This is an optimization exercise on Yosys and OpenROAD, whose aim is small area, not a production implementation. Only simulation tests tie the RTL to the original design; equivalence was not proved. No driver is modelled on the clock port, so clocking that relies on it looks cheaper here than on a real chip. Power is estimated from default activity; no workload was simulated.

--- flow/design.v ---
module counter
#(parameter xLen = 64)
(input  clk,
 input  start,
 input  reset,
 input  [xLen-1 : 0] init_val,
 input  init,
 input  return_current_count,
 output [xLen-1 : 0] current_count,
 output [xLen-1 : 0] debug_out,
 output count_valid,
 output count_valid_fsm
 );
reg [xLen-1 : 0] cnt;
reg [xLen-1 : 0] held;
reg return_current_count_reg;
reg init_reg;
reg start_reg;
reg count_valid_fsm_reg;
reg cv_on;
reg [1:0] cv_ph;
reg [1:0] state, next_state;
localparam idle                = 2'b00;
localparam init_state          = 2'b01;
localparam count               = 2'b10;
localparam current_count_state = 2'b11;
wire [xLen-1:0] carry;
wire cin = (state == count);
wire gc0 = cin;
wire ga0 = &cnt[3:0];
wire gc1 = gc0 & ga0;
assign carry[0] = gc0;
assign carry[1] = carry[0] & cnt[0];
assign carry[2] = carry[1] & cnt[1];
assign carry[3] = carry[2] & cnt[2];
wire ga1 = &cnt[11:4];
wire gc2 = gc1 & ga1;
assign carry[4] = gc1;
assign carry[5] = carry[4] & cnt[4];
assign carry[6] = carry[5] & cnt[5];
assign carry[7] = carry[6] & cnt[6];
assign carry[8] = carry[7] & cnt[7];
assign carry[9] = carry[8] & cnt[8];
assign carry[10] = carry[9] & cnt[9];
assign carry[11] = carry[10] & cnt[10];
wire ga2 = &cnt[19:12];
wire gc3 = gc2 & ga2;
assign carry[12] = gc2;
assign carry[13] = carry[12] & cnt[12];
assign carry[14] = carry[13] & cnt[13];
assign carry[15] = carry[14] & cnt[14];
assign carry[16] = carry[15] & cnt[15];
assign carry[17] = carry[16] & cnt[16];
assign carry[18] = carry[17] & cnt[17];
assign carry[19] = carry[18] & cnt[18];
wire ga3 = &cnt[27:20];
wire gc4 = gc3 & ga3;
assign carry[20] = gc3;
assign carry[21] = carry[20] & cnt[20];
assign carry[22] = carry[21] & cnt[21];
assign carry[23] = carry[22] & cnt[22];
assign carry[24] = carry[23] & cnt[23];
assign carry[25] = carry[24] & cnt[24];
assign carry[26] = carry[25] & cnt[25];
assign carry[27] = carry[26] & cnt[26];
wire ga4 = &cnt[35:28];
wire gc5 = gc4 & ga4;
assign carry[28] = gc4;
assign carry[29] = carry[28] & cnt[28];
assign carry[30] = carry[29] & cnt[29];
assign carry[31] = carry[30] & cnt[30];
assign carry[32] = carry[31] & cnt[31];
assign carry[33] = carry[32] & cnt[32];
assign carry[34] = carry[33] & cnt[33];
assign carry[35] = carry[34] & cnt[34];
wire ga5 = &cnt[43:36];
wire gc6 = gc5 & ga5;
assign carry[36] = gc5;
assign carry[37] = carry[36] & cnt[36];
assign carry[38] = carry[37] & cnt[37];
assign carry[39] = carry[38] & cnt[38];
assign carry[40] = carry[39] & cnt[39];
assign carry[41] = carry[40] & cnt[40];
assign carry[42] = carry[41] & cnt[41];
assign carry[43] = carry[42] & cnt[42];
wire ga6 = &cnt[51:44];
wire gc7 = gc6 & ga6;
assign carry[44] = gc6;
assign carry[45] = carry[44] & cnt[44];
assign carry[46] = carry[45] & cnt[45];
assign carry[47] = carry[46] & cnt[46];
assign carry[48] = carry[47] & cnt[47];
assign carry[49] = carry[48] & cnt[48];
assign carry[50] = carry[49] & cnt[49];
assign carry[51] = carry[50] & cnt[50];
wire ga7 = &cnt[63:52];
wire gc8 = gc7 & ga7;
assign carry[52] = gc7;
assign carry[53] = carry[52] & cnt[52];
assign carry[54] = carry[53] & cnt[53];
assign carry[55] = carry[54] & cnt[54];
assign carry[56] = carry[55] & cnt[55];
assign carry[57] = carry[56] & cnt[56];
assign carry[58] = carry[57] & cnt[57];
assign carry[59] = carry[58] & cnt[58];
assign carry[60] = carry[59] & cnt[59];
assign carry[61] = carry[60] & cnt[60];
assign carry[62] = carry[61] & cnt[61];
assign carry[63] = carry[62] & cnt[62];
wire capture = (state == idle) && init && !start_reg;
assign debug_out = state[1] ? cnt : held;
assign current_count = held;
assign count_valid = cv_on;
assign count_valid_fsm = count_valid_fsm_reg;
always @(*) begin
    next_state = state;
    case (state)
        idle                : if (start_reg) next_state = count;
                              else if (init_reg) next_state = init_state;
        count               : if (return_current_count_reg) next_state = current_count_state;
        current_count_state : next_state = count;
        init_state          : next_state = idle;
    endcase
end
wire cv_start = (state == count) && return_current_count_reg;
wire cv_free = cv_on ? (cv_ph == 2'b11) : (cv_ph == 2'b00);
always @(posedge clk, posedge reset) begin
    if (reset) state <= idle;
    else state <= next_state;
end
always @(posedge clk) begin
    if (reset) begin
        init_reg <= 1'b0;
        start_reg <= 1'b0;
        count_valid_fsm_reg <= 1'b0;
        cv_on <= 1'b0;
        cv_ph <= 2'b00;
    end else begin
        if (state == idle) begin
            if (init) init_reg <= 1'b1; else start_reg <= start;
        end
        if (state == init_state) init_reg <= 1'b0;
        count_valid_fsm_reg <= (state == current_count_state);
        if (cv_free) begin
            cv_on <= 1'b0;
            cv_ph <= {1'b0, cv_start};
        end else begin
            cv_on <= 1'b1;
            cv_ph <= cv_on ? cv_ph + 1'b1 : 2'b00;
        end
    end
end
always @(posedge clk)
    return_current_count_reg <= (state == count) && return_current_count;
wire [xLen-1:0] cnt_next = reset ? {xLen{1'b0}} : capture ? init_val : cnt ^ carry;
always @(posedge clk)
    cnt <= cnt_next;
always @(posedge clk) begin
    if (state[0] || reset)
        held <= cnt_next;
end
endmodule
--- flow/flow/run.sh ---
#!/bin/bash
# Standard ORFS layout with the smallest buffer on the ports and a small
# clock tree (clkbuf_4 only, no dummy loads).
export BUFFER_PORTS_ARGS="-buffer_cell sky130_fd_sc_hd__buf_1"
export CTS_ARGS="-sink_clustering_enable -repair_clock_nets -dont_use_dummy_load -buf_list {sky130_fd_sc_hd__clkbuf_4 sky130_fd_sc_hd__clkbuf_8} -sink_clustering_buffer sky130_fd_sc_hd__clkbuf_8 -sink_clustering_size 35 -sink_clustering_max_diameter 80 -sink_clustering_levels 1"
bash standard.sh > standard.log 2>&1
--- flow/standard.sh ---
#!/bin/bash
# synth_recipe.tcl (not shown) runs the flow's synth.tcl, then flattens the netlist and writes it again
# the make line also repeats each setting of config.mk as NAME=value (left out here)
make -C /OpenROAD-flow-scripts/flow DESIGN_CONFIG=/design/flow/config.mk WORK_HOME=/design/flow/orfs CLKGATE_MAP_FILE= SYNTH_SCRIPT=/design/flow/synth_recipe.tcl "${@:-finish}"
--- flow/config.mk ---
export PLATFORM = sky130hd
export DESIGN_NAME = counter
export DESIGN_NICKNAME = counter
export VERILOG_FILES = /design/flow/design.v
export SDC_FILE = /design/flow/constraint.sdc
export NUM_CORES = 4
export LEC_CHECK = 0
export CAP_MARGIN = 20
export CORE_MARGIN = 2
export CORE_UTILIZATION = 40
export SLEW_MARGIN = 20
--- flow/constraint.sdc ---
create_clock -name core_clock -period 4.0 [get_ports {clk}]
set_input_delay 0.8000 -clock core_clock [delete_from_list [all_inputs] [get_ports {clk}]]
set_output_delay 0.8000 -clock core_clock [all_outputs]
set_load 0.01 [all_outputs]
==> impl_metrics.py, run 1 <==
metrics = {
    "routing": {
        "ant_nets": 0,
        "routed-via-count": 4682,
        "wirelength_mm": 15.3,
        "wl_per_cell_um": 16.8,
        "routed_via_density": 5.13,
        "drtIter0Drc": 215,
        "dr.pass1.iters": 4,
        "drcViolationCount": 0,
    },
    "final_layout": {
        "final_util_pct": 48.5,
        "fillers": 1458,
        "mostFrequentLayoutCells": "buf_1 (197), nand2_1 (112), dfxtp_1 (71), mux2_2 (65), edfxtp_1 (64)",
        "top_regs": "cnt x64, held x64",
        "design_area_um2": 7350,
        "antenna_cells": 0,
        "drive_gt1_share_pct": 13.9,
        "final_common_cell": "buf_1",
        "syn_to_final_growth_pct": 18.7,
        "fin_cells": 913,
        "num-nets-final": 854,
    },
    "pwr": {
        "power.density_nw_per_um2": 581,
        "leakagePower_nw": 2.95,
        "ir_drop_v": 0.000325,
        "p_total_mw": 4.27,
    },
    "placed_design": {
        "place_area_um2": 7120,
        "dp_slack_ns": 0.207,
        "hpwl_mm": 10.6,
        "placed_cells": 896,
        "numPortBuffers": 198,
        "routabilityCongestion": 0.807,
    },
    "sta": {
        "worst_slew_pin_slew_ns": 1.00,
        "hold_violations": 0,
        "setup_tns_ns": 0,
        "setup_viol": 0,
        "fin_ws_ns": 0.287,
        "fin_crit_sh_pct": 92.8,
        "slew_viol_final": 0,
        "fmax_mhz": 269,
        "final.min_clock_period_ns": 3.71,
        "hold-worst-slack_ns": 0.240,
        "rsz0062_at_grt": "false",
        "fin_skew_ns": 0.0189,
        "slew_headroom_pct": 33.3,
    },
    "setup_path": {
        "worst_path_largest_cell_delay_ns": 0.64,
        "cpMostUsedCell": "ha_1",
        "cpMaxStageDelayCell": "or4_1",
        "critPathLaunchType": "flop",
        "crit_path_start": "cnt[21]$_DFF_P_",
        "cp_data_required_time_ns": 4.24,
        "crit_fanout": 3,
        "r2r-start": "cnt[21]$_DFF_P_",
        "arrival_ns": 3.96,
        "path_cells": "nand4_1 -> or4_1 -> nor4_2 -> ha_1 -> ha_1 -> ha_1 -> ha_1 -> ha_1 -> ha_1 -> ha_1 -> ha_1 -> ha_1 -> ha_1 -> ha_1 -> xnor2_1 -> a211oi_1",
        "cp-end-kind": "flop",
        "worstSetupPathType": "flop to flop",
    },
    "synth": {
        "yosys.area.top_type": "edfxtp_1",
        "yosys.area_share.simple_pct": 11.5,
        "syn_nets": 661,
        "synth_top_family_by_area": "multiplexers",
        "avgSynthCellArea_um2": 11.6,
        "synth_cell_type_count": 31,
        "yosys.area_share.adder_pct": 11.7,
        "yosys_warnings": 1,
        "synthMuxAreaShare_pct": 12.0,
        "synth-seq-area-share_pct": 54.8,
        "synth_xor_area_share_pct": 1.13,
        "synth_cells": 534,
        "synth_seq_cells": 137,
        "yosys-top-cells-area": "edfxtp_1 (31%), dfxtp_1 (23%), mux2_2 (12%), ha_1 (12%), nand2_1 (6.8%)",
        "netlist.area_leader.share_pct": 31.0,
        "synth-compound-area-share_pct": 6.16,
        "netlist_area_um2": 6190,
    },
    "run_status": {
        "status": "complete, no violations",
    },
    "global_routing": {
        "track_usage_pct": 18.8,
        "grt_pass1_wl_mm": 24.1,
        "grt_max_degree": 72,
        "grt_pass1_vias": 4845,
        "antenna_found_initial": 0,
        "grt-ovfl-total": 0,
    },
    "clock_network": {
        "clkTransAtPathRegs_ns": 0.07,
        "postCtsSetupRepairBufs": 0,
        "cts.sinks": 137,
        "post_cts_resized": 0,
        "tritoncts": "built",
        "clk_latency_ns": 0.44,
        "cts.path.max_buffers": 2,
        "cts_buffers": 17,
        "htreeDepth": 4,
        "clockRootBuffer": "clkbuf_8",
        "ctsHoldBuffers": 0,
    },
    "floorplanning": {
        "die_area_um2": 16500,
        "io_pins": 199,
        "rows": 45,
        "start_util_pct": 40.9,
        "dieHeight_um": 128,
        "core_area_um2": 15100,
        "die_w_um": 128,
    },
    "job": {
        "max_cap_violations": 0,
    },
    "min_path": {
        "hold_path.class": "input pin to asynchronous set/reset pin",
    },
}
## critical path, delay by kind of cell (launching register included)
| kind | cells | cell delay [ns] |
|---|---|---|
| compound gates | 1 | 0.29 |
| xor+xnor | 1 | 0.07 |
| fa+ha+maj | 11 | 1.67 |
| flops | 1 | 0.36 |
| simple gates | 3 | 1.14 |
## worst paths after layout
| path | to | slack, ns | depth (start not counted) |
|---|---|---|---|
| worst max-delay path | held[63]$_DFFE_PP_ | 0.29 | 16 |
| worst min register to register | cv_ph[0]$_SDFF_PP0_ | 0.50 | 2 |
| worst min-delay path | state[0]$_DFFE_PP0P_ | 0.24 | 2 |
| worst max register to register | held[63]$_DFFE_PP_ | 0.29 | 16 |
| max in group asynchronous | state[1]$_DFFE_PP0P_ | 3.61 | 2 |
| min in group core_clock | cv_ph[0]$_SDFF_PP0_ | 0.50 | 2 |
## metal layers
metal	part of all wire (%)	routed length [um]	vias up	global-route usage, %
met5	0	0	-	0
met3	7.2	1110	17	6.94
met1	46	7050	2229	23.7
li1	-	-	2280	-
met4	1.4	218	0	6.21
met2	45	6940	156	30.1
## Yosys cell counts
cell and instances:
a211oi_1 7, a211oi_2 2, a21o_1 1, a21oi_1 58
a31oi_1 1, and2_1 1, buf_2 13, buf_4 1
buf_6 1, clkbuf_1 16, dfrtp_1 2, dfxtp_1 71
edfxtp_1 64, ha_1 58, inv_1 7, mux2_2 65
mux2i_1 1, nand2_1 113, nand2b_4 1, nand4_1 13
nor2_1 15, nor3_1 3, nor3b_1 2, nor4_2 2
nor4b_1 1, nor4b_2 1, nor4bb_1 1, or2_2 1
or4_1 3, or4b_1 1, xnor2_1 8
## report_power, final
part           internal (mW)  switching (mW)  leakage (nW)
logic                  0.565           0.881          1.55
registers               1.83           0.183          1.28
clock network          0.374           0.441         0.122
total                   2.76            1.51          2.95
## cell families after synthesis
group | Yosys count
AND/OR/NAND/NOR | 158
flip-flops | 137
AO/OA/AOI/OAI | 69
multiplexers | 66
adder cells (fa/ha/maj) | 58
buffers and inverters | 38
XOR/XNOR | 8
## layout make-up
| cell class | count | area (um2) | area share, % |
|---|---|---|---|
| flip-flops and latches | 137 | 3400 | 46.2 |
| repair buffers | 205 | 822 | 11.2 |
| well taps | 188 | 235 | 3.20 |
| multi-input cells | 359 | 2640 | 35.9 |
| inverters | 7 | 26.3 | 0.357 |
| clock buffers | 17 | 234 | 3.18 |
==> inputs of run 2 (changes only) <==
==> flow/flow/run.sh (replaced) <==
#!/bin/bash
# Standard ORFS layout with the smallest buffer on the ports and a small
# clock tree (clkbuf_4 only, no dummy loads).
export BUFFER_PORTS_ARGS="-buffer_cell sky130_fd_sc_hd__buf_1"
export CTS_ARGS="-sink_clustering_enable -repair_clock_nets -dont_use_dummy_load -buf_list sky130_fd_sc_hd__clkbuf_4 -sink_clustering_size 30 -sink_clustering_max_diameter 60"
bash standard.sh > standard.log 2>&1
--- a/flow/config.mk
+++ b/flow/config.mk
@@ -7,5 +7,5 @@
 export LEC_CHECK = 0
-export CAP_MARGIN = 20
+export CAP_MARGIN = 0
 export CORE_MARGIN = 2
 export CORE_UTILIZATION = 40
-export SLEW_MARGIN = 20
+export SLEW_MARGIN = 0
==> run 2 against run 1 <==
Maximum frequency is 0.47% lower. Flip-flop and latch count stayed put. Critical path type unchanged. Synthesized area did not move. Worst hold slack lost 0.099 ns. Critical path depth unchanged. Global-route usage barely moved. Register-to-register slack got worse by 0.02 ns. Non-clock buffer count stayed put. Highest routed layer unchanged. Sequential power about the same. Largest cell class unchanged.
==> impl_metrics.py, run 2 <==
metrics = {
    "clock_network": {
        "htreeDepth": 4,
        "cts.path.max_buffers": 2,
        "tritoncts": "built",
        "post_cts_resized": 0,
        "clockRootBuffer": "clkbuf_4",
        "postCtsSetupRepairBufs": 0,
        "clk_latency_ns": 0.53,
        "ctsHoldBuffers": 0,
        "cts.sinks": 137,
        "clkTransAtPathRegs_ns": 0.11,
        "cts_buffers": 17,
    },
    "synth": {
        "synth_cells": 534,
        "async_flop_share_pct": 1.46,
        "yosys.area.top_type": "edfxtp_1",
        "avgSynthCellArea_um2": 11.6,
        "synth-edff-count": 64,
        "netlist_area_um2": 6190,
        "synth_cell_type_count": 31,
        "synth_top_family_by_area": "multiplexers",
        "synth_xor_area_share_pct": 1.13,
        "netlist.area_leader.share_pct": 31.0,
        "yosys.area_share.simple_pct": 11.5,
        "yosys.area_share.adder_pct": 11.7,
        "yosys-top-cells-count": "nand2_1 (113), dfxtp_1 (71), mux2_2 (65)",
        "yosys-top-cells-area": "edfxtp_1 (31%), dfxtp_1 (23%), mux2_2 (12%), ha_1 (12%), nand2_1 (6.8%)",
        "synth_seq_cells": 137,
        "yosys_warnings": 1,
        "syn_nets": 661,
        "synth.most_common_cell": "nand2_1",
        "synth-compound-area-share_pct": 6.16,
        "synth_flop_cell": "dfxtp_1",
        "synth-seq-area-share_pct": 54.8,
        "synthMuxAreaShare_pct": 12.0,
    },
    "sta": {
        "setup_tns_ns": 0,
        "fin_skew_ns": 0.0340,
        "rsz0062_at_grt": "false",
        "final.min_clock_period_ns": 3.73,
        "slew_headroom_pct": 34.7,
        "hold_violations": 0,
        "fmax_mhz": 268,
        "setup_viol": 0,
        "fin_crit_sh_pct": 93.3,
        "slew_viol_final": 0,
        "worst_slew_pin_slew_ns": 0.980,
    },
    "floorplanning": {
        "io_pins": 199,
        "die_area_um2": 16500,
        "start_util_pct": 40.9,
        "die_w_um": 128,
        "rows": 45,
        "core_area_um2": 15100,
        "dieHeight_um": 128,
    },
    "final_layout": {
        "syn_to_final_growth_pct": 17.0,
        "top_regs": "cnt x64, held x64",
        "fin_cells": 913,
        "antenna_cells": 0,
        "mostFrequentLayoutCells": "buf_1 (197), nand2_1 (112), dfxtp_1 (71), mux2_2 (65), edfxtp_1 (64)",
        "num-nets-final": 854,
        "final_common_cell": "buf_1",
        "drive_gt1_share_pct": 13.9,
    },
    "routing": {
        "drtIter0Drc": 192,
        "drcViolationCount": 0,
        "routed-via-count": 4693,
        "wl_per_cell_um": 16.8,
        "dr.pass1.iters": 5,
        "routed_via_density": 5.14,
        "ant_nets": 0,
        "wirelength_mm": 15.3,
    },
    "setup_path": {
        "r2r_end": "held[63]$_DFFE_PP_",
        "worstSetupPathType": "flop to flop",
        "r2r-start": "cnt[21]$_DFF_P_",
        "reg2reg_depth": 16,
        "cp_data_required_time_ns": 4.34,
        "critPathLaunchType": "flop",
        "regToRegSetupSlack_ns": 0.27,
        "worst_path_largest_cell_delay_ns": 0.64,
        "cp-end-kind": "flop",
        "crit_fanout": 3,
        "arrival_ns": 4.07,
        "cpMostUsedCell": "ha_1",
        "path_cells": "nand4_1 -> or4_1 -> nor4_2 -> ha_1 -> ha_1 -> ha_1 -> ha_1 -> ha_1 -> ha_1 -> ha_1 -> ha_1 -> ha_1 -> ha_1 -> ha_1 -> xnor2_1 -> a211oi_1",
        "cpMaxStageDelayCell": "or4_1",
    },
    "placed_design": {
        "placed_cells": 896,
        "numPortBuffers": 198,
        "hpwl_mm": 10.6,
        "routabilityCongestion": 0.807,
    },
    "global_routing": {
        "grt_pass1_wl_mm": 24.1,
        "antenna_found_initial": 0,
        "track_usage_pct": 18.8,
        "grt_pass1_vias": 4833,
        "grt-ovfl-total": 0,
        "grt_max_degree": 72,
    },
    "pwr": {
        "p_total_mw": 4.06,
        "leakagePower_nw": 2.91,
        "power.density_nw_per_um2": 560,
        "ir_drop_v": 0.000302,
    },
    "min_path": {
        "hold_path.class": "input pin to asynchronous set/reset pin",
    },
    "job": {
        "max_cap_violations": 0,
    },
    "run_status": {
        "status": "complete, no violations",
    },
}
run 2: changes by cell type in the layout (fill, tap and decap cells not counted):
cell      before  now
clkbuf_4       0   17
clkbuf_8      17    0
run 2: where the power goes:
| part | internal [mW] | switching, mW | total, mW |
|---|---|---|---|
| Sequential | 1.82 | 0.181 | 2.00 |
| Clock | 0.194 | 0.415 | 0.609 |
| Combinational | 0.565 | 0.880 | 1.44 |
run 2: layout make-up:
class                      count  area (um2)
clock buffer                  17         128
fill                        1476        7900
inverter                       7        26.3
multi-input combinational    359        2640
sequential                   137        3400
tap                          188         235
timing repair buffer         205         822
run 2: metal layers:
metal	global-route usage, %	share of wire [%]	up-vias
met5	0	0	-
met4	6.21	1.4	0
met3	7.07	7.1	15
met2	29.9	46	161
met1	23.8	46	2237
li1	-	-	2280
run 2: logic make-up (layout without fill, tap and decap cells):
family                     count (synthesis)  in the layout
buffers and inverters                     38            229
AOI/OAI and AO/OA                         69             69
and+or+nand+nor                          158            158
DFF                                      137            137
adders and majority gates                 58             58
xor gates and xnor gates                   8              8
muxes                                     66             66
run 2: metrics by stage:
step | instance area, um2 | hold WS (ns) | util, % | setup WS (ns)
2_1_floorplan | 6190 | 0.470 | - | 0.553
3_3_place_gp | 7120 | 0.479 | 47.0 | 0.340
3_5_place_dp | 7120 | 0.494 | 47.0 | 0.207
4_1_cts | 7250 | 0.0733 | 47.8 | 0.189
5_1_grt | 7250 | 0.0694 | 47.8 | 0.0294
6_report | 7250 | 0.141 | 47.8 | 0.270
run 2: worst max-delay path, delay by kind of cell, from the launching register on:
kind,cells,cell delay (ns)
AOI/OAI and AO/OA,1,0.29
DFF,1,0.38
xor gates and xnor gates,1,0.07
adders and majority gates,11,1.67
and+or+nand+nor,3,1.14
run 2: worst max-delay path by stage:
| stage | from | endpoint | slack (ns) |
|---|---|---|---|
| floorplan | state[0]$_DFFE_PP0P_ | held[63]$_DFFE_PP_ | 0.55 |
| global placement | cnt[23]$_DFF_P_ | held[62]$_DFFE_PP_ | 0.34 |
| detailed placement | cnt[21]$_DFF_P_ | held[63]$_DFFE_PP_ | 0.21 |
| CTS | cnt[21]$_DFF_P_ | held[63]$_DFFE_PP_ | 0.19 |
| global route | cnt[21]$_DFF_P_ | held[62]$_DFFE_PP_ | 0.03 |
| finish | cnt[21]$_DFF_P_ | held[63]$_DFFE_PP_ | 0.27 |
==> inputs of run 3 (changes only) <==
--- a/flow/config.mk
+++ b/flow/config.mk
@@ -7,5 +7,5 @@
 export LEC_CHECK = 0
-export CAP_MARGIN = 0
+export CAP_MARGIN = 20
 export CORE_MARGIN = 2
 export CORE_UTILIZATION = 40
-export SLEW_MARGIN = 0
+export SLEW_MARGIN = 20
==> run 3 against run 2 <==
Still clean. Synthesized area is the same. Wire length is the same. Die area is the same. Register-to-register slack is essentially flat. Maximum frequency is the same. Combinational power is essentially flat. Sequential share of layout area is the same. Power is the same. Critical path depth is the same. Largest cell class unchanged. Largest power group unchanged. Highest routed layer unchanged.
==> impl_metrics.py, run 3 <==
metrics = {
    "run_status": {
        "status": "complete, no violations",
    },
    "synth": {
        "synth_cell_type_count": 31,
        "synth_seq_cells": 137,
        "yosys.area.top_type": "edfxtp_1",
        "yosys.area_share.simple_pct": 11.5,
        "synth.most_common_cell": "nand2_1",
        "synth_flop_cell": "dfxtp_1",
        "yosys.area_share.adder_pct": 11.7,
        "yosys_warnings": 1,
        "synthMuxAreaShare_pct": 12.0,
        "synth_xor_area_share_pct": 1.13,
        "async_flop_share_pct": 1.46,
        "yosys-top-cells-count": "nand2_1 (113), dfxtp_1 (71), mux2_2 (65)",
        "yosys-top-cells-area": "edfxtp_1 (31%), dfxtp_1 (23%), mux2_2 (12%), ha_1 (12%), nand2_1 (6.8%)",
        "netlist.area_leader.share_pct": 31.0,
        "synth_cells": 534,
        "avgSynthCellArea_um2": 11.6,
        "netlist_area_um2": 6190,
        "synth-edff-count": 64,
        "synth_top_family_by_area": "multiplexers",
        "synth-seq-area-share_pct": 54.8,
        "syn_nets": 661,
        "synth-compound-area-share_pct": 6.16,
    },
    "pwr": {
        "power.density_nw_per_um2": 560,
        "p_total_mw": 4.06,
        "ir_drop_v": 0.000302,
        "leakagePower_nw": 2.91,
        "p_seq_share_pct": 49.4,
        "pwr-share-comb_pct": 35.6,
        "internal_power_mw": 2.58,
        "switching_share_pct": 36.4,
        "p_sw_mw": 1.48,
        "p_clk_share_pct": 15.0,
    },
    "final_layout": {
        "mostFrequentLayoutCells": "buf_1 (197), nand2_1 (112), dfxtp_1 (71), mux2_2 (65), edfxtp_1 (64)",
        "fin_cells": 913,
        "seq_area_um2": 3400,
        "fillers": 1476,
        "final_util_pct": 47.8,
        "final_common_cell": "buf_1",
        "multi_input_area_um2": 2640,
        "antenna_cells": 0,
        "top_regs": "cnt x64, held x64",
        "syn_to_final_growth_pct": 17.0,
        "design_area_um2": 7250,
        "drive_gt1_share_pct": 13.9,
        "num-nets-final": 854,
    },
    "setup_path": {
        "cp-end-kind": "flop",
        "critPathLaunchType": "flop",
        "cp_data_required_time_ns": 4.34,
        "worstSetupPathType": "flop to flop",
        "crit_fanout": 3,
        "arrival_ns": 4.07,
    },
    "placed_design": {
        "place_area_um2": 7120,
        "hpwl_mm": 10.6,
        "placed_cells": 896,
        "dp_slack_ns": 0.207,
        "routabilityCongestion": 0.807,
        "numPortBuffers": 198,
    },
    "sta": {
        "fin_crit_sh_pct": 93.3,
        "worst_slew_pin_slew_ns": 0.980,
        "slew_headroom_pct": 34.7,
        "hold_violations": 0,
        "rsz0062_at_grt": "false",
        "fin_ws_ns": 0.270,
        "setup_tns_ns": 0,
        "setup_viol": 0,
        "slew_viol_final": 0,
        "hold-worst-slack_ns": 0.141,
        "fin_skew_ns": 0.0340,
        "fmax_mhz": 268,
        "final.min_clock_period_ns": 3.73,
    },
    "floorplanning": {
        "io_pins": 199,
        "die_w_um": 128,
        "core_area_um2": 15100,
        "start_util_pct": 40.9,
        "rows": 45,
        "die_area_um2": 16500,
        "dieHeight_um": 128,
    },
    "min_path": {
        "hold_path.class": "input pin to asynchronous set/reset pin",
    },
    "routing": {
        "routed-via-count": 4693,
        "ant_nets": 0,
        "drtIter0Drc": 192,
        "dr.pass1.iters": 5,
        "wirelength_mm": 15.3,
        "drcViolationCount": 0,
        "wl_per_cell_um": 16.8,
        "routed_via_density": 5.14,
    },
    "clock_network": {
        "cts.sinks": 137,
        "clockRootBuffer": "clkbuf_4",
        "cts_buffers": 17,
        "post_cts_resized": 0,
        "clk_latency_ns": 0.53,
        "postCtsSetupRepairBufs": 0,
        "tritoncts": "built",
        "ctsHoldBuffers": 0,
        "clkTransAtPathRegs_ns": 0.11,
        "cts.path.max_buffers": 2,
        "htreeDepth": 4,
    },
    "global_routing": {
        "grt_pass1_wl_mm": 24.1,
        "grt_pass1_vias": 4833,
        "grt_max_degree": 72,
        "grt-ovfl-total": 0,
        "track_usage_pct": 18.8,
        "antenna_found_initial": 0,
    },
    "job": {
        "max_cap_violations": 0,
    },
}
-- run 3: cell counts after synthesis --
No cell type changed its count.
-- run 3: power groups by stage --
stage	Combinational (mW)	Clock, mW	Sequential, mW
after floorplan	0.887	0	2.08
after global placement	1.46	0	2.02
after detailed placement	1.47	0	2.04
after CTS	1.47	0.641	2.01
after global routing	1.60	0.699	2.04
final	1.44	0.609	2.00
-- run 3: layout make-up --
class / count / area share [%]
clock buffer: 17 / 1.76
sequential: 137 / 46.9
tap: 188 / 3.25
timing repair buffer: 205 / 11.3
multi-input combinational: 359 / 36.4
inverter: 7 / 0.363
-- run 3: worst paths after layout --
path	depth (start not counted)	endpoint	slack, ns	startpoint
max	16	held[63]$_DFFE_PP_	0.27	cnt[21]$_DFF_P_
min	2	state[1]$_DFFE_PP0P_	0.14	reset
max reg2reg	16	held[63]$_DFFE_PP_	0.27	cnt[21]$_DFF_P_
min reg2reg	1	cv_ph[1]$_SDFF_PP0_	0.51	cv_on$_SDFF_PP0_
max in group asynchronous	2	state[1]$_DFFE_PP0P_	3.71	reset
min in group core_clock	3	cnt[18]$_DFF_P_	0.49	init_val[18]
-- run 3: routing by layer --
metal  vias up  routed length (um)  global-route usage (%)
li1       2280                   -                       -
met1      2237                7040                    23.8
met2       161                6970                    29.9
met3        15                1090                    7.07
met4         0                 212                    6.21
met5         -                   0                       0
-- run 3: kinds of logic (layout without fill, tap and decap cells) --
family	after synthesis	count (layout)
AND/OR/NAND/NOR	158	158
AO/OA/AOI/OAI	69	69
flip-flops	137	137
adder cells (fa/ha/maj)	58	58
XOR/XNOR	8	8
buffers and inverters	38	229
multiplexers	66	66
-- run 3: worst max-delay path: stages (launching register included) --
cell and delay, ns:
dfxtp_1 0.38, nand4_1 0.16, or4_1 0.64, nor4_2 0.34, ha_1 0.21, ha_1 0.14, ha_1 0.14, ha_1 0.15
ha_1 0.14, ha_1 0.14, ha_1 0.14, ha_1 0.15, ha_1 0.14, ha_1 0.16, ha_1 0.16, xnor2_1 0.07
a211oi_1 0.29
==> inputs of run 4 (changes only) <==
--- a/flow/design.v
+++ b/flow/design.v
@@ -29,3 +29,3 @@
 wire gc0 = cin;
-wire ga0 = &cnt[3:0];
+wire ga0 = &cnt[7:0];
 wire gc1 = gc0 & ga0;
@@ -35,5 +35,3 @@
 assign carry[3] = carry[2] & cnt[2];
-wire ga1 = &cnt[11:4];
-wire gc2 = gc1 & ga1;
-assign carry[4] = gc1;
+assign carry[4] = carry[3] & cnt[3];
 assign carry[5] = carry[4] & cnt[4];
@@ -41,3 +39,5 @@
 assign carry[7] = carry[6] & cnt[6];
-assign carry[8] = carry[7] & cnt[7];
+wire ga1 = &cnt[15:8];
+wire gc2 = gc1 & ga1;
+assign carry[8] = gc1;
 assign carry[9] = carry[8] & cnt[8];
@@ -45,5 +45,3 @@
 assign carry[11] = carry[10] & cnt[10];
-wire ga2 = &cnt[19:12];
-wire gc3 = gc2 & ga2;
-assign carry[12] = gc2;
+assign carry[12] = carry[11] & cnt[11];
 assign carry[13] = carry[12] & cnt[12];
@@ -51,3 +49,5 @@
 assign carry[15] = carry[14] & cnt[14];
-assign carry[16] = carry[15] & cnt[15];
+wire ga2 = &cnt[23:16];
+wire gc3 = gc2 & ga2;
+assign carry[16] = gc2;
 assign carry[17] = carry[16] & cnt[16];
@@ -55,5 +55,3 @@
 assign carry[19] = carry[18] & cnt[18];
-wire ga3 = &cnt[27:20];
-wire gc4 = gc3 & ga3;
-assign carry[20] = gc3;
+assign carry[20] = carry[19] & cnt[19];
 assign carry[21] = carry[20] & cnt[20];
@@ -61,3 +59,5 @@
 assign carry[23] = carry[22] & cnt[22];
-assign carry[24] = carry[23] & cnt[23];
+wire ga3 = &cnt[31:24];
+wire gc4 = gc3 & ga3;
+assign carry[24] = gc3;
 assign carry[25] = carry[24] & cnt[24];
@@ -65,5 +65,3 @@
 assign carry[27] = carry[26] & cnt[26];
-wire ga4 = &cnt[35:28];
-wire gc5 = gc4 & ga4;
-assign carry[28] = gc4;
+assign carry[28] = carry[27] & cnt[27];
 assign carry[29] = carry[28] & cnt[28];
@@ -71,3 +69,5 @@
 assign carry[31] = carry[30] & cnt[30];
-assign carry[32] = carry[31] & cnt[31];
+wire ga4 = &cnt[39:32];
+wire gc5 = gc4 & ga4;
+assign carry[32] = gc4;
 assign carry[33] = carry[32] & cnt[32];
@@ -75,5 +75,3 @@
 assign carry[35] = carry[34] & cnt[34];
-wire ga5 = &cnt[43:36];
-wire gc6 = gc5 & ga5;
-assign carry[36] = gc5;
+assign carry[36] = carry[35] & cnt[35];
 assign carry[37] = carry[36] & cnt[36];
@@ -81,3 +79,5 @@
 assign carry[39] = carry[38] & cnt[38];
-assign carry[40] = carry[39] & cnt[39];
+wire ga5 = &cnt[47:40];
+wire gc6 = gc5 & ga5;
+assign carry[40] = gc5;
 assign carry[41] = carry[40] & cnt[40];
@@ -85,5 +85,3 @@
 assign carry[43] = carry[42] & cnt[42];
-wire ga6 = &cnt[51:44];
-wire gc7 = gc6 & ga6;
-assign carry[44] = gc6;
+assign carry[44] = carry[43] & cnt[43];
 assign carry[45] = carry[44] & cnt[44];
@@ -91,3 +89,5 @@
 assign carry[47] = carry[46] & cnt[46];
-assign carry[48] = carry[47] & cnt[47];
+wire ga6 = &cnt[55:48];
+wire gc7 = gc6 & ga6;
+assign carry[48] = gc6;
 assign carry[49] = carry[48] & cnt[48];
@@ -95,5 +95,3 @@
 assign carry[51] = carry[50] & cnt[50];
-wire ga7 = &cnt[63:52];
-wire gc8 = gc7 & ga7;
-assign carry[52] = gc7;
+assign carry[52] = carry[51] & cnt[51];
 assign carry[53] = carry[52] & cnt[52];
@@ -101,3 +99,5 @@
 assign carry[55] = carry[54] & cnt[54];
-assign carry[56] = carry[55] & cnt[55];
+wire ga7 = &cnt[63:56];
+wire gc8 = gc7 & ga7;
+assign carry[56] = gc7;
 assign carry[57] = carry[56] & cnt[56];
@@ -110,3 +110,2 @@
 wire capture = (state == idle) && init && !start_reg;
-assign debug_out = state[1] ? cnt : held;
 assign current_count = held;
@@ -154,9 +153,21 @@
     return_current_count_reg <= (state == count) && return_current_count;
-wire [xLen-1:0] cnt_next = reset ? {xLen{1'b0}} : capture ? init_val : cnt ^ carry;
+wire take_init = capture && !reset;
+wire take_sum = !capture && !reset;
+wire [xLen-1:0] cnt_next;
+wire held_load = state[0] && !reset;
+wire held_keep = !state[0] && !reset;
+wire [xLen-1:0] held_next;
+genvar bi;
+generate for (bi = 0; bi < xLen; bi = bi + 1) begin : g_bit
+    and_or u_next (.a(init_val[bi]), .sa(take_init), .b(cnt[bi] ^ carry[bi]), .sb(take_sum), .y(cnt_next[bi]));
+    and_or u_held (.a(cnt[bi]), .sa(held_load), .b(held[bi]), .sb(held_keep), .y(held_next[bi]));
+    and_or u_out (.a(cnt[bi]), .sa(state[1]), .b(held[bi]), .sb(!state[1]), .y(debug_out[bi]));
+end endgenerate
 always @(posedge clk)
     cnt <= cnt_next;
-always @(posedge clk) begin
-    if (state[0] || reset)
-        held <= cnt_next;
-end
+always @(posedge clk)
+    held <= held_next;
 endmodule
+module and_or(input a, input sa, input b, input sb, output y);
+    assign y = (a & sa) | (b & sb);
+endmodule
--- a/flow/config.mk
+++ b/flow/config.mk
@@ -11 +11,3 @@
 export SLEW_MARGIN = 20
+export SYNTH_HIERARCHICAL = 1
+export SYNTH_MINIMUM_KEEP_SIZE = 0
==> run 4 against run 3 <==
Worst setup slack improved by 0.60 ns. Clock skew increased by 0.0072 ns. Count of clock-buffer cells in the layout unchanged. Maximum frequency increased by 19%. Register-to-register slack improved by 0.60 ns. Via count increased by 4.1%. Final cell count decreased by 6.5%. Core utilization increased by 1.4 points. Synthesized area decreased by 9.8%. Largest cell class is now multi-input gates. Highest routed layer unchanged.
==> impl_metrics.py, run 4 <==
metrics = {
    "sta": {
        "rsz0062_at_grt": "false",
        "setup_tns_ns": 0,
        "slew_viol_final": 0,
        "fin_crit_sh_pct": 78.2,
        "fin_skew_ns": 0.0413,
        "fmax_mhz": 320,
        "worst_slew_pin_slew_ns": 0.950,
        "hold_violations": 0,
        "setup_viol": 0,
        "final.min_clock_period_ns": 3.13,
        "slew_headroom_pct": 36.5,
    },
    "placed_design": {
        "routabilityCongestion": 0.815,
        "hpwl_mm": 10.6,
        "placed_cells": 836,
        "place_area_um2": 6650,
        "numPortBuffers": 198,
    },
    "floorplanning": {
        "die_area_um2": 14900,
        "core_area_um2": 13800,
        "io_pins": 199,
        "dieHeight_um": 122,
        "rows": 43,
        "die_w_um": 122,
        "start_util_pct": 40.5,
    },
    "setup_path": {
        "reg2reg_depth": 12,
        "crit_fanout": 5,
        "critPathLaunchType": "flop",
        "r2r-start": "cnt[12]$_DFF_P_",
        "cp-end-kind": "flop",
        "arrival_ns": 3.55,
        "worstSetupPathType": "flop to flop",
        "r2r_end": "cnt[55]$_DFF_P_",
        "cp_data_required_time_ns": 4.42,
        "regToRegSetupSlack_ns": 0.87,
    },
    "synth": {
        "yosys-top-cells-area": "dfxtp_1 (48%), a22o_1 (30%), ha_1 (13%), nand4_1 (1.6%), xor2_1 (1.3%)",
        "yosys-top-cells-count": "a22o_1 (192), dfxtp_1 (135), ha_1 (58)",
        "synth_xor_area_share_pct": 1.26,
        "synth-compound-area-share_pct": 30.6,
        "synth_top_family_by_area": "compound AO/OA/AOI/OAI gates",
        "netlist.area_leader.share_pct": 48.4,
        "synth.most_common_cell": "a22o_1",
        "syn_nets": 581,
        "avgSynthCellArea_um2": 12.3,
        "yosys_warnings": 7,
        "synthMuxAreaShare_pct": 0.381,
        "yosys.area.top_type": "dfxtp_1",
        "yosys.area_share.adder_pct": 13.0,
        "synth-seq-area-share_pct": 49.3,
        "netlist_area_um2": 5580,
        "synth_cells": 454,
        "synth_seq_cells": 137,
        "synth_cell_type_count": 27,
        "yosys.area_share.simple_pct": 4.64,
        "synth_flop_cell": "dfxtp_1",
        "async_flop_share_pct": 1.46,
        "synth-edff-count": 0,
    },
    "final_layout": {
        "syn_to_final_growth_pct": 21.4,
        "fin_cells": 854,
        "mostFrequentLayoutCells": "buf_1 (198), a22o_1 (192), dfxtp_1 (135), ha_1 (58), clkbuf_4 (17)",
        "top_regs": "cnt x64, held x64",
        "design_area_um2": 6780,
        "num-nets-final": 802,
        "final_common_cell": "buf_1",
        "fillers": 1350,
        "drive_gt1_share_pct": 5.05,
    },
    "clock_network": {
        "clk_latency_ns": 0.54,
        "cts.path.max_buffers": 2,
        "tritoncts": "built",
        "cts_buffers": 17,
        "postCtsSetupRepairBufs": 0,
        "post_cts_resized": 0,
        "clkTransAtPathRegs_ns": 0.11,
        "cts.sinks": 137,
        "ctsHoldBuffers": 0,
        "clockRootBuffer": "clkbuf_4",
        "htreeDepth": 4,
    },
    "routing": {
        "routed_via_density": 5.72,
        "drcViolationCount": 0,
        "drtIter0Drc": 325,
        "wl_per_cell_um": 18.7,
        "dr.pass1.iters": 4,
        "wirelength_mm": 16.0,
        "ant_nets": 0,
        "routed-via-count": 4886,
    },
    "global_routing": {
        "grt_pass1_vias": 4558,
        "grt_pass1_wl_mm": 24.2,
        "track_usage_pct": 21.1,
        "grt_max_degree": 70,
        "grt-ovfl-total": 0,
        "antenna_found_initial": 1,
    },
    "pwr": {
        "p_clk_share_pct": 19.1,
        "p_seq_share_pct": 51.0,
        "internal_power_mw": 2.05,
        "pwr-share-comb_pct": 29.9,
        "power.density_nw_per_um2": 482,
        "switching_share_pct": 37.2,
        "ir_drop_v": 0.000182,
        "leakagePower_nw": 2.89,
        "p_sw_mw": 1.22,
    },
    "run_status": {
        "status": "complete, no violations",
    },
    "job": {
        "max_cap_violations": 0,
    },
    "min_path": {
        "hold_path.class": "input pin to asynchronous set/reset pin",
    },
}
==> run 4: worst max-delay path by stage <==
stage,startpoint,endpoint,slack (ns),cells after the start
2_1_floorplan,state[1]$_DFFE_PP0P_,cnt[54]$_DFF_P_,0.20,12
3_5_place_dp,cnt[12]$_DFF_P_,cnt[55]$_DFF_P_,0.83,12
6_report,cnt[12]$_DFF_P_,cnt[55]$_DFF_P_,0.87,12
3_3_place_gp,cnt[12]$_DFF_P_,cnt[62]$_DFF_P_,0.92,11
4_1_cts,cnt[12]$_DFF_P_,cnt[55]$_DFF_P_,0.80,12
5_1_grt,cnt[12]$_DFF_P_,cnt[55]$_DFF_P_,0.63,12
==> run 4: critical path, cell delays in order, from the launching register on <==
cell	delay (ns)
dfxtp_1	0.40
nand4_1	0.16
or4_1	0.66
nor4_1	0.43
ha_1	0.22
ha_1	0.15
ha_1	0.15
ha_1	0.14
ha_1	0.14
ha_1	0.14
ha_1	0.16
xor2_1	0.07
a22o_1	0.20
==> run 4: kinds of logic after synthesis <==
| family | Yosys count |
|---|---|
| compound gates | 196 |
| xor+xnor | 8 |
| buf+inv | 10 |
| simple gates | 43 |
| fa+ha+maj | 58 |
| flops | 137 |
| mux | 2 |
==> run 4: modules after synthesis (local to each module, per instance) <==
module,cell area (um2),cells,times used,flip-flops and latches
counter,3900,262,1,137
and_or,8.76,1,192,0
==> run 4: final cells by class <==
class / count / area (um2) / area share [%]
tap: 180 / 225 / 3.32
inverter: 7 / 26.3 / 0.388
antenna: 1 / 2.50 / 0.0369
multi-input combinational: 307 / 2820 / 41.6
clock buffer: 17 / 128 / 1.88
sequential: 137 / 2750 / 40.6
timing repair buffer: 205 / 821 / 12.1
==> run 4: metal layers <==
layer | up-vias | track usage (%) | wire, um
met5 | - | 0 | 0
met4 | 0 | 8.98 | 256
met3 | 20 | 5.95 | 1060
met2 | 172 | 32.9 | 7540
met1 | 2381 | 27.4 | 7150
li1 | 2313 | - | -
==> run 4: per-stage QoR <==
step           hold slack (ns)  utilization (%)  total power, mW  setup slack [ns]
4_1_cts                  0.366             49.2             3.30             0.802
3_3_place_gp             0.463             48.3             2.65             0.922
5_1_grt                  0.390             49.2             3.47             0.626
2_1_floorplan            0.442                -             2.26             0.199
3_5_place_dp             0.459             48.3             2.67             0.832
6_report                 0.424             49.2             3.27             0.872
==> run 4: power by group through the flow <==
stage,clock network (mW),logic (mW),registers [mW]
6_report,0.623,0.976,1.67
5_1_grt,0.704,1.07,1.69
4_1_cts,0.652,0.977,1.67
3_5_place_dp,0,0.972,1.70
3_3_place_gp,0,0.967,1.69
2_1_floorplan,0,0.536,1.73
==> inputs of run 5 (changes only) <==
--- a/flow/config.mk
+++ b/flow/config.mk
@@ -9,3 +9,3 @@
 export CORE_MARGIN = 2
-export CORE_UTILIZATION = 40
+export CORE_UTILIZATION = 30
 export SLEW_MARGIN = 20
==> run 5 against run 4 <==
Still clean on timing, DRC and antenna. Power grew 0.73%. Die area is 32% higher. Synthesized cell count is the same. Final cell count grew 5.7%. Count of clock-buffer cells in the layout unchanged. Via count shrank 1.6%. Synthesized area is the same. Critical endpoint is now cnt[62]$_DFF_P_. Largest cell class unchanged.
==> impl_metrics.py, run 5 <==
metrics = {
    "setup_path": {
        "arrival_ns": 3.61,
        "cp-end-kind": "flop",
        "crit_fanout": 5,
        "critPathLaunchType": "flop",
        "worst_path_largest_cell_delay_ns": 0.65,
        "cp_data_required_time_ns": 4.44,
        "worstSetupPathType": "flop to flop",
        "path_cells": "nand4_1 -> or4_1 -> nor4_1 -> ha_1 -> ha_1 -> ha_1 -> ha_1 -> ha_1 -> ha_1 -> ha_1 -> a22o_1",
        "cpMostUsedCell": "ha_1",
        "cpMaxStageDelayCell": "or4_1",
    },
    "global_routing": {
        "grt_pass1_wl_mm": 25.6,
        "grt_pass1_vias": 4700,
        "track_usage_pct": 16.5,
        "grt-ovfl-total": 0,
        "grt_max_degree": 71,
        "antenna_found_initial": 2,
    },
    "final_layout": {
        "design_area_um2": 6850,
        "top_regs": "cnt x64, held x64",
        "syn_to_final_growth_pct": 22.7,
        "final_common_cell": "buf_1",
        "drive_gt1_share_pct": 5.05,
        "mostFrequentLayoutCells": "buf_1 (198), a22o_1 (192), dfxtp_1 (135), ha_1 (58), clkbuf_4 (17)",
        "num-nets-final": 802,
    },
    "synth": {
        "synth-seq-area-share_pct": 49.3,
        "netlist_area_um2": 5580,
        "netlist.area_leader.share_pct": 48.4,
        "syn_nets": 581,
        "synth_seq_cells": 137,
        "synth_cells": 454,
        "synth_flop_cell": "dfxtp_1",
        "yosys-top-cells-area": "dfxtp_1 (48%), a22o_1 (30%), ha_1 (13%), nand4_1 (1.6%), xor2_1 (1.3%)",
        "yosys-top-cells-count": "a22o_1 (192), dfxtp_1 (135), ha_1 (58)",
        "yosys.area.top_type": "dfxtp_1",
        "avgSynthCellArea_um2": 12.3,
        "yosys_warnings": 7,
        "synth-edff-count": 0,
        "async_flop_share_pct": 1.46,
        "synth.most_common_cell": "a22o_1",
        "synth_cell_type_count": 27,
    },
    "clock_network": {
        "cts_buffers": 17,
        "clkTransAtPathRegs_ns": 0.12,
        "ctsHoldBuffers": 0,
        "clockRootBuffer": "clkbuf_4",
        "post_cts_resized": 0,
        "htreeDepth": 4,
        "postCtsSetupRepairBufs": 0,
        "tritoncts": "built",
        "cts.path.max_buffers": 2,
        "clk_latency_ns": 0.55,
        "cts.sinks": 137,
    },
    "routing": {
        "drtIter0Drc": 238,
        "wirelength_mm": 16.6,
        "routed_via_density": 5.33,
        "routed-via-count": 4810,
        "dr.pass1.iters": 4,
        "ant_nets": 0,
        "drcViolationCount": 0,
        "wl_per_cell_um": 18.4,
    },
    "sta": {
        "hold-worst-slack_ns": 0.423,
        "fin_ws_ns": 0.837,
        "slew_headroom_pct": 41.4,
        "worst_slew_pin_slew_ns": 0.878,
        "rsz0062_at_grt": "false",
        "fin_crit_sh_pct": 79.1,
        "setup_tns_ns": 0,
        "hold_violations": 0,
        "final.min_clock_period_ns": 3.16,
        "fmax_mhz": 316,
        "slew_viol_final": 0,
        "setup_viol": 0,
        "fin_skew_ns": 0.0380,
    },
    "min_path": {
        "hold_path.class": "input pin to asynchronous set/reset pin",
    },
    "floorplanning": {
        "die_area_um2": 19700,
        "core_area_um2": 18100,
        "io_pins": 199,
        "rows": 49,
        "die_w_um": 140,
        "start_util_pct": 30.9,
        "dieHeight_um": 140,
    },
    "run_status": {
        "status": "complete, no violations",
    },
    "placed_design": {
        "numPortBuffers": 198,
        "place_area_um2": 6720,
        "hpwl_mm": 11.0,
        "dp_slack_ns": 0.778,
        "routabilityCongestion": 0.752,
    },
    "pwr": {
        "leakagePower_nw": 2.89,
        "power.density_nw_per_um2": 480,
        "ir_drop_v": 0.000259,
    },
    "job": {
        "max_cap_violations": 0,
    },
}
## run 5: cell counts after synthesis
Identical to the previous run, type by type.
## run 5: worst paths after layout
| check | startpoint | cells past startpoint | slack [ns] | to |
|---|---|---|---|---|
| max | cnt[14]$_DFF_P_ | 11 | 0.84 | cnt[62]$_DFF_P_ |
| min in group core_clock | return_current_count | 2 | 0.45 | return_current_count_reg$_DFF_P_ |
| min | reset | 2 | 0.42 | state[0]$_DFFE_PP0P_ |
| min reg2reg | init_reg$_SDFFE_PP0P_ | 2 | 0.48 | init_reg$_SDFFE_PP0P_ |
| max reg2reg | cnt[14]$_DFF_P_ | 11 | 0.84 | cnt[62]$_DFF_P_ |
| max in group asynchronous | reset | 2 | 3.43 | state[1]$_DFFE_PP0P_ |
## run 5: power by group
part / internal, mW / switching (mW)
clock: 0.194 / 0.444
sequential: 1.51 / 0.153
combinational: 0.350 / 0.638
total: 2.06 / 1.23
## run 5: cell families after synthesis
kind of cell	after synthesis	share of synthesized area, %
xor+xnor	8	1.26
mux	2	0.381
compound gates	196	30.6
buf+inv	10	0.807
fa+ha+maj	58	13.0
flops	137	49.3
simple gates	43	4.64
## run 5: critical path, delay by kind of cell (launching register included)
family          cells  cell delay (ns)
simple gates        3             1.30
fa+ha+maj           7             1.16
compound gates      1             0.19
flops               1             0.41
## run 5: final cells by class
type	instances	area (um2)
clock buffer	17	128
fill	1823	11200
timing repair buffer	205	833
tap	229	287
multi-input combinational	307	2820
antenna	1	2.50
sequential	137	2750
inverter	7	26.3
## run 5: metrics by stage
step           instances  power [mW]  util (%)
2_1_floorplan        454        2.26         -
3_3_place_gp         885        2.69      37.2
3_5_place_dp         885        2.69      37.2
4_1_cts              902        3.33      37.9
5_1_grt              903        3.50      37.9
6_report             903        3.29      37.9
## run 5: per-module statistics from Yosys (local to each module, per instance)
| module | cells | flip-flops and latches | cell area [um2] |
|---|---|---|---|
| counter | 262 | 137 | 3900 |
| and_or | 1 | 0 | 8.76 |
## run 5: routing by layer
| metal | share of wire, % | vias up | global-route usage [%] |
|---|---|---|---|
| met5 | 0.078 | - | 0 |
| li1 | - | 2312 | - |
| met2 | 46 | 146 | 26.0 |
| met1 | 46 | 2331 | 21.3 |
| met3 | 6.3 | 19 | 5.85 |
| met4 | 1.4 | 2 | 4.94 |
==> inputs of run 6 (changes only) <==
--- a/flow/design.v
+++ b/flow/design.v
@@ -156,5 +156,2 @@
 wire [xLen-1:0] cnt_next;
-wire held_load = state[0] && !reset;
-wire held_keep = !state[0] && !reset;
-wire [xLen-1:0] held_next;
 genvar bi;
@@ -162,3 +159,2 @@
     and_or u_next (.a(init_val[bi]), .sa(take_init), .b(cnt[bi] ^ carry[bi]), .sb(take_sum), .y(cnt_next[bi]));
-    and_or u_held (.a(cnt[bi]), .sa(held_load), .b(held[bi]), .sb(held_keep), .y(held_next[bi]));
     and_or u_out (.a(cnt[bi]), .sa(state[1]), .b(held[bi]), .sb(!state[1]), .y(debug_out[bi]));
@@ -167,4 +163,6 @@
     cnt <= cnt_next;
-always @(posedge clk)
-    held <= held_next;
+always @(posedge clk) begin
+    if (state[0] || reset)
+        held <= cnt_next;
+end
 endmodule
--- a/flow/config.mk
+++ b/flow/config.mk
@@ -9,3 +9,3 @@
 export CORE_MARGIN = 2
-export CORE_UTILIZATION = 30
+export CORE_UTILIZATION = 40
 export SLEW_MARGIN = 20
==> run 6 against run 5 <==
Final area down 0.64%. Die area down 24%. Highest routed layer is now met4. Flip-flop and latch count unchanged. First-iteration DRC count up 27%. Critical endpoint is now held[63]$_DFFE_PP_.
==> impl_metrics.py, run 6 <==
metrics = {
    "run_status": {
        "status": "complete, no violations",
    },
    "clock_network": {
        "post_cts_resized": 0,
        "clk_latency_ns": 0.53,
        "ctsHoldBuffers": 0,
        "clockRootBuffer": "clkbuf_4",
        "postCtsSetupRepairBufs": 0,
        "tritoncts": "built",
        "cts_buffers": 17,
        "clkTransAtPathRegs_ns": 0.09,
        "htreeDepth": 4,
        "cts.sinks": 137,
        "cts.path.max_buffers": 2,
    },
    "floorplanning": {
        "die_w_um": 123,
        "die_area_um2": 15100,
        "dieHeight_um": 123,
        "core_area_um2": 13800,
        "rows": 43,
        "start_util_pct": 40.8,
        "io_pins": 199,
    },
    "final_layout": {
        "design_area_um2": 6810,
        "final_util_pct": 49.2,
        "final_common_cell": "buf_1",
        "num-nets-final": 734,
        "top_regs": "cnt x64, held x64",
        "drive_gt1_share_pct": 4.79,
        "fin_cells": 786,
        "syn_to_final_growth_pct": 20.6,
        "mostFrequentLayoutCells": "buf_1 (198), a22o_1 (128), dfxtp_1 (71), edfxtp_1 (64), ha_1 (58)",
    },
    "setup_path": {
        "regToRegSetupSlack_ns": 0.77,
        "path_delay_family": "simple AND/OR/NAND/NOR gates",
        "path_cells": "or4_1 -> nor4_1 -> ha_1 -> ha_1 -> ha_1 -> ha_1 -> ha_1 -> ha_1 -> ha_1 -> xor2_1 -> a22o_1",
        "path_buf_inv": 0,
        "crit_fanout": 8,
        "cp_data_required_time_ns": 4.28,
        "r2r_end": "held[63]$_DFFE_PP_",
        "cpMaxStageDelayCell": "or4_1",
        "arrival_ns": 3.52,
        "cp-end-kind": "flop",
        "worstSetupPathType": "flop to flop",
        "reg2reg_depth": 11,
        "worst_path_largest_cell_delay_ns": 0.74,
        "critPathLaunchType": "flop",
        "r2r-start": "state[0]$_DFFE_PP0P_",
        "cpMostUsedCell": "ha_1",
    },
    "synth": {
        "synth-compound-area-share_pct": 20.3,
        "yosys-top-cells-area": "edfxtp_1 (34%), dfxtp_1 (25%), a22o_1 (20%), ha_1 (13%), nand4_1 (1.6%)",
        "avgSynthCellArea_um2": 14.6,
        "syn_nets": 515,
        "yosys_warnings": 7,
        "yosys.area_share.simple_pct": 4.45,
        "netlist.area_leader.share_pct": 34.0,
        "synth_cells": 388,
        "synth_xor_area_share_pct": 1.24,
        "yosys.area.top_type": "edfxtp_1",
        "netlist_area_um2": 5650,
        "synth_flop_cell": "dfxtp_1",
        "async_flop_share_pct": 1.46,
        "synthMuxAreaShare_pct": 0.377,
        "yosys.area_share.adder_pct": 12.9,
        "synth.most_common_cell": "a22o_1",
        "yosys-top-cells-count": "a22o_1 (128), dfxtp_1 (71), edfxtp_1 (64)",
        "synth-edff-count": 64,
        "synth_top_family_by_area": "compound AO/OA/AOI/OAI gates",
        "synth-seq-area-share_pct": 60.1,
        "synth_cell_type_count": 28,
        "synth_seq_cells": 137,
    },
    "sta": {
        "final.min_clock_period_ns": 3.23,
        "slew_headroom_pct": 36.3,
        "hold_violations": 0,
        "fin_skew_ns": 0.0290,
        "slew_viol_final": 0,
        "setup_viol": 0,
        "fmax_mhz": 309,
        "fin_ws_ns": 0.766,
        "setup_tns_ns": 0,
        "fin_crit_sh_pct": 80.8,
        "rsz0062_at_grt": "false",
        "hold-worst-slack_ns": 0.363,
        "worst_slew_pin_slew_ns": 0.954,
    },
    "routing": {
        "routed_via_density": 5.57,
        "routed-via-count": 4381,
        "dr.pass1.iters": 7,
        "ant_nets": 0,
        "drtIter0Drc": 302,
        "wl_per_cell_um": 18.7,
        "wirelength_mm": 14.7,
        "drcViolationCount": 0,
    },
    "pwr": {
        "power.density_nw_per_um2": 593,
        "p_total_mw": 4.04,
        "p_clk_share_pct": 14.9,
        "p_sw_mw": 1.52,
        "leakagePower_nw": 2.85,
        "switching_share_pct": 37.6,
        "p_seq_share_pct": 51.0,
        "pwr-share-comb_pct": 34.1,
        "internal_power_mw": 2.52,
        "ir_drop_v": 0.000360,
    },
    "placed_design": {
        "placed_cells": 768,
        "routabilityCongestion": 0.789,
        "numPortBuffers": 198,
        "dp_slack_ns": 0.738,
        "place_area_um2": 6680,
        "hpwl_mm": 9.66,
    },
    "global_routing": {
        "track_usage_pct": 19.5,
        "antenna_found_initial": 1,
        "grt_pass1_vias": 4353,
        "grt_max_degree": 71,
        "grt_pass1_wl_mm": 22.3,
        "grt-ovfl-total": 0,
    },
    "job": {
        "max_cap_violations": 0,
    },
    "min_path": {
        "hold_path.class": "input pin to asynchronous set/reset pin",
    },
}
==> run 6: worst reg2reg max path: cells and delay by family (launching register included) <==
family,cells,cell delay (ns)
XOR/XNOR,1,0.07
AO/OA/AOI/OAI,1,0.21
adder cells (fa/ha/maj),7,1.08
AND/OR/NAND/NOR,2,1.15
flip-flops,1,0.49
==> run 6: worst max path at each step <==
stage	start	to	slack, ns	cells past startpoint
6_report	state[0]$_DFFE_PP0P_	held[63]$_DFFE_PP_	0.77	11
5_1_grt	state[0]$_DFFE_PP0P_	held[63]$_DFFE_PP_	0.55	11
4_1_cts	state[0]$_DFFE_PP0P_	held[63]$_DFFE_PP_	0.73	11
3_5_place_dp	state[0]$_DFFE_PP0P_	held[63]$_DFFE_PP_	0.74	11
3_3_place_gp	state[0]$_DFFE_PP0P_	held[62]$_DFFE_PP_	0.79	10
2_1_floorplan	state[1]$_DFFE_PP0P_	held[62]$_DFFE_PP_	0.04	12
==> run 6: cell families (layout without fill, tap and decap cells) <==
kind of cell             Yosys count  after routing
flip-flops                       137            137
AO/OA/AOI/OAI                    132            132
adder cells (fa/ha/maj)           58             58
AND/OR/NAND/NOR                   42             42
buffers and inverters              9            226
XOR/XNOR                           8              8
multiplexers                       2              2
other                              0              1
==> run 6: area by class of cell <==
class | instances | area (um2)
Antenna cell | 1 | 2.50
Clock buffer | 17 | 128
Fill cell | 1292 | 7020
Inverter | 7 | 26.3
Multi-Input combinational cell | 242 | 2250
Sequential cell | 137 | 3390
Tap cell | 180 | 225
Timing Repair Buffer | 202 | 786
==> run 6: Yosys stat by module (local to each module, per instance) <==
module | flip-flops and latches | copies in the design | cells inside | cell area (um2)
counter | 137 | 1 | 260 | 4520
and_or | 0 | 128 | 1 | 8.76
==> run 6: power by group through the flow <==
stage	registers (mW)	logic, mW	clock network [mW]
3_3_place_gp	2.08	1.39	0
4_1_cts	2.06	1.39	0.631
6_report	2.06	1.38	0.601
3_5_place_dp	2.09	1.38	0
2_1_floorplan	2.21	0.657	0
5_1_grt	2.10	1.51	0.684
==> run 6: per-layer routing <==
| metal | routed length [um] | vias to the layer above | track usage, % |
|---|---|---|---|
| li1 | - | 2053 | - |
| met1 | 6570 | 2125 | 24.9 |
| met2 | 6700 | 186 | 30.1 |
| met3 | 1250 | 17 | 7.53 |
| met4 | 194 | 0 | 6.90 |
| met5 | 0 | - | 0 |
==> inputs of run 7 (changes only) <==
--- a/flow/design.v
+++ b/flow/design.v
@@ -156,2 +156,5 @@
 wire [xLen-1:0] cnt_next;
+wire held_load = state[0] && !reset;
+wire held_keep = !state[0] && !reset;
+wire [xLen-1:0] held_next;
 genvar bi;
@@ -159,2 +162,3 @@
     and_or u_next (.a(init_val[bi]), .sa(take_init), .b(cnt[bi] ^ carry[bi]), .sb(take_sum), .y(cnt_next[bi]));
+    and_or u_held (.a(cnt[bi]), .sa(held_load), .b(held[bi]), .sb(held_keep), .y(held_next[bi]));
     and_or u_out (.a(cnt[bi]), .sa(state[1]), .b(held[bi]), .sb(!state[1]), .y(debug_out[bi]));
@@ -163,6 +167,4 @@
     cnt <= cnt_next;
-always @(posedge clk) begin
-    if (state[0] || reset)
-        held <= cnt_next;
-end
+always @(posedge clk)
+    held <= held_next;
 endmodule
==> flow/flow/run.sh (replaced) <==
#!/bin/bash
# Standard ORFS layout with the smallest buffer on the ports, a small clock
# tree (clkbuf_4, no dummy loads), and the slowest leaf clock buffers
# upsized after CTS.
export BUFFER_PORTS_ARGS="-buffer_cell sky130_fd_sc_hd__buf_1"
export CTS_ARGS="-sink_clustering_enable -repair_clock_nets -dont_use_dummy_load -buf_list sky130_fd_sc_hd__clkbuf_4 -sink_clustering_size 30 -sink_clustering_max_diameter 60"
export POST_CTS_TCL="$PWD/flow/post_cts.tcl"
export CLK_SLEW_SWAP=0.074
bash standard.sh > standard.log 2>&1
==> flow/flow/post_cts.tcl (new file) <==
set_propagated_clock [all_clocks]
estimate_parasitics -placement
set swapped 0
foreach inst [get_cells clkbuf_*] {
  if {[get_property $inst ref_name] ne "sky130_fd_sc_hd__clkbuf_4"} { continue }
  set out [get_pins -of_objects $inst -filter "direction==output"]
  set worst 0.0
  foreach pin [get_pins -of_objects [get_nets -of_objects $out] -filter "direction==input"] {
    if {![sta::is_clock_pin $pin] && [string first "CLK" [get_full_name $pin]] < 0} { continue }
    foreach a {max min} { foreach e {rise fall} {
      set s [get_property $pin slew_${a}_$e]
      if {[string is double -strict $s] && $s > $worst} { set worst $s }
    } }
  }
  puts "post_cts: [get_full_name $inst] worst clock-pin slew $worst"
  if {$worst > $::env(CLK_SLEW_SWAP)} {
    replace_cell $inst sky130_fd_sc_hd__clkbuf_8
    incr swapped
  }
}
puts "post_cts: swapped $swapped leaf clock buffers"
if {$swapped} {
  detailed_placement
  check_placement -verbose
}
==> run 7 against run 6 <==
The flow now stops in clock tree synthesis (4_1_cts). Synthesized area shrank 1.1%. Synthesized cell count grew 17%.
==> impl_metrics.py, run 7 <==
metrics = {
    "run_status": {
        "status": "stopped before the end",
        "haltStage": "clock tree synthesis (4_1_cts)",
        "stop_error": "Error: cts.tcl, 90 invalid command name \"sta::is_clock_pin\"",
    },
    "synth": {
        "netlist_area_um2": 5580,
        "yosys.area.top_type": "dfxtp_1",
        "synth_cells": 454,
        "netlist.area_leader.share_pct": 48.4,
        "async_flop_share_pct": 1.46,
        "synth-seq-area-share_pct": 49.3,
        "yosys-top-cells-count": "a22o_1 (192), dfxtp_1 (135), ha_1 (58)",
        "avgSynthCellArea_um2": 12.3,
        "synth-edff-count": 0,
        "syn_nets": 581,
        "synth_flop_cell": "dfxtp_1",
        "yosys_warnings": 7,
        "yosys-top-cells-area": "dfxtp_1 (48%), a22o_1 (30%), ha_1 (13%), nand4_1 (1.6%), xor2_1 (1.3%)",
        "synth_seq_cells": 137,
        "synth.most_common_cell": "a22o_1",
        "synth_cell_type_count": 27,
    },
    "placed_design": {
        "hpwl_mm": 10.6,
        "dp_slack_ns": 0.832,
        "numPortBuffers": 198,
        "routabilityCongestion": 0.815,
    },
    "floorplanning": {
        "io_pins": 199,
        "die_w_um": 122,
        "rows": 43,
        "dieHeight_um": 122,
        "start_util_pct": 40.5,
    },
    "clock_network": {
        "cts.sinks": 137,
    },
}
[run 7: how the worst max path moves through the flow]
| stage | to | startpoint | slack [ns] | cells after the start |
|---|---|---|---|---|
| 3_5_place_dp | cnt[55]$_DFF_P_ | cnt[12]$_DFF_P_ | 0.83 | 12 |
| 3_3_place_gp | cnt[62]$_DFF_P_ | cnt[12]$_DFF_P_ | 0.92 | 11 |
| 2_1_floorplan | cnt[54]$_DFF_P_ | state[1]$_DFFE_PP0P_ | 0.20 | 12 |
[run 7: power by group through the flow]
| stage | registers, mW | logic (mW) | clock network [mW] |
|---|---|---|---|
| after floorplan | 1.73 | 0.536 | 0 |
| after global placement | 1.69 | 0.967 | 0 |
| after detailed placement | 1.70 | 0.972 | 0 |
[run 7: Yosys stat by module, one instance, submodules excluded]
module,cells inside,area (um2)
counter,262,3900
and_or,1,8.76
[run 7: cell families after synthesis]
logic type                 after synthesis  share of synthesized area, %
xor gates and xnor gates                 8                          1.26
buffers and inverters                   10                         0.807
and+or+nand+nor                         43                          4.64
AOI/OAI and AO/OA                      196                          30.6
DFF                                    137                          49.3
muxes                                    2                         0.381
adders and majority gates               58                          13.0
[run 7: per-stage QoR]
stage	hold WS (ns)	instance area, um2	instances
3_5_place_dp	0.459	6650	836
2_1_floorplan	0.442	5600	454
3_3_place_gp	0.463	6650	836

## separate check: timing with driven ports
In the flow no input, the clock included, has a driving cell. The finished layouts below were timed again as built, in two steps. Step 1: set_driving_cell puts a clkbuf_16 on clk and a buf_2 on each other input, an assumption about the parent block. Step 2 times the ports against the registers' clock, not the clock port: input delays grow and output delays shrink by t, the midpoint of the rising clock arrivals with the driver on. Slacks: ideal / step 1 / step 2; pairs: ideal / step 1.
run | shift t [ns] | setup slack, ns | worst register clock-pin slew, ns
run 1 | 0.465 | 0.287 / 0.287 / 0.287 | 0.07 / 0.07
run 2 | 0.549 | 0.270 / 0.270 / 0.270 | 0.11 / 0.11
run 3 | 0.549 | 0.270 / 0.270 / 0.270 | 0.11 / 0.11
run 4 | 0.555 | 0.872 / 0.872 / 0.872 | 0.12 / 0.12
run 5 | 0.567 | 0.837 / 0.837 / 0.837 | 0.12 / 0.12
run 6 | 0.552 | 0.766 / 0.766 / 0.766 | 0.11 / 0.11
After both steps setup and hold are still met in every run listed.
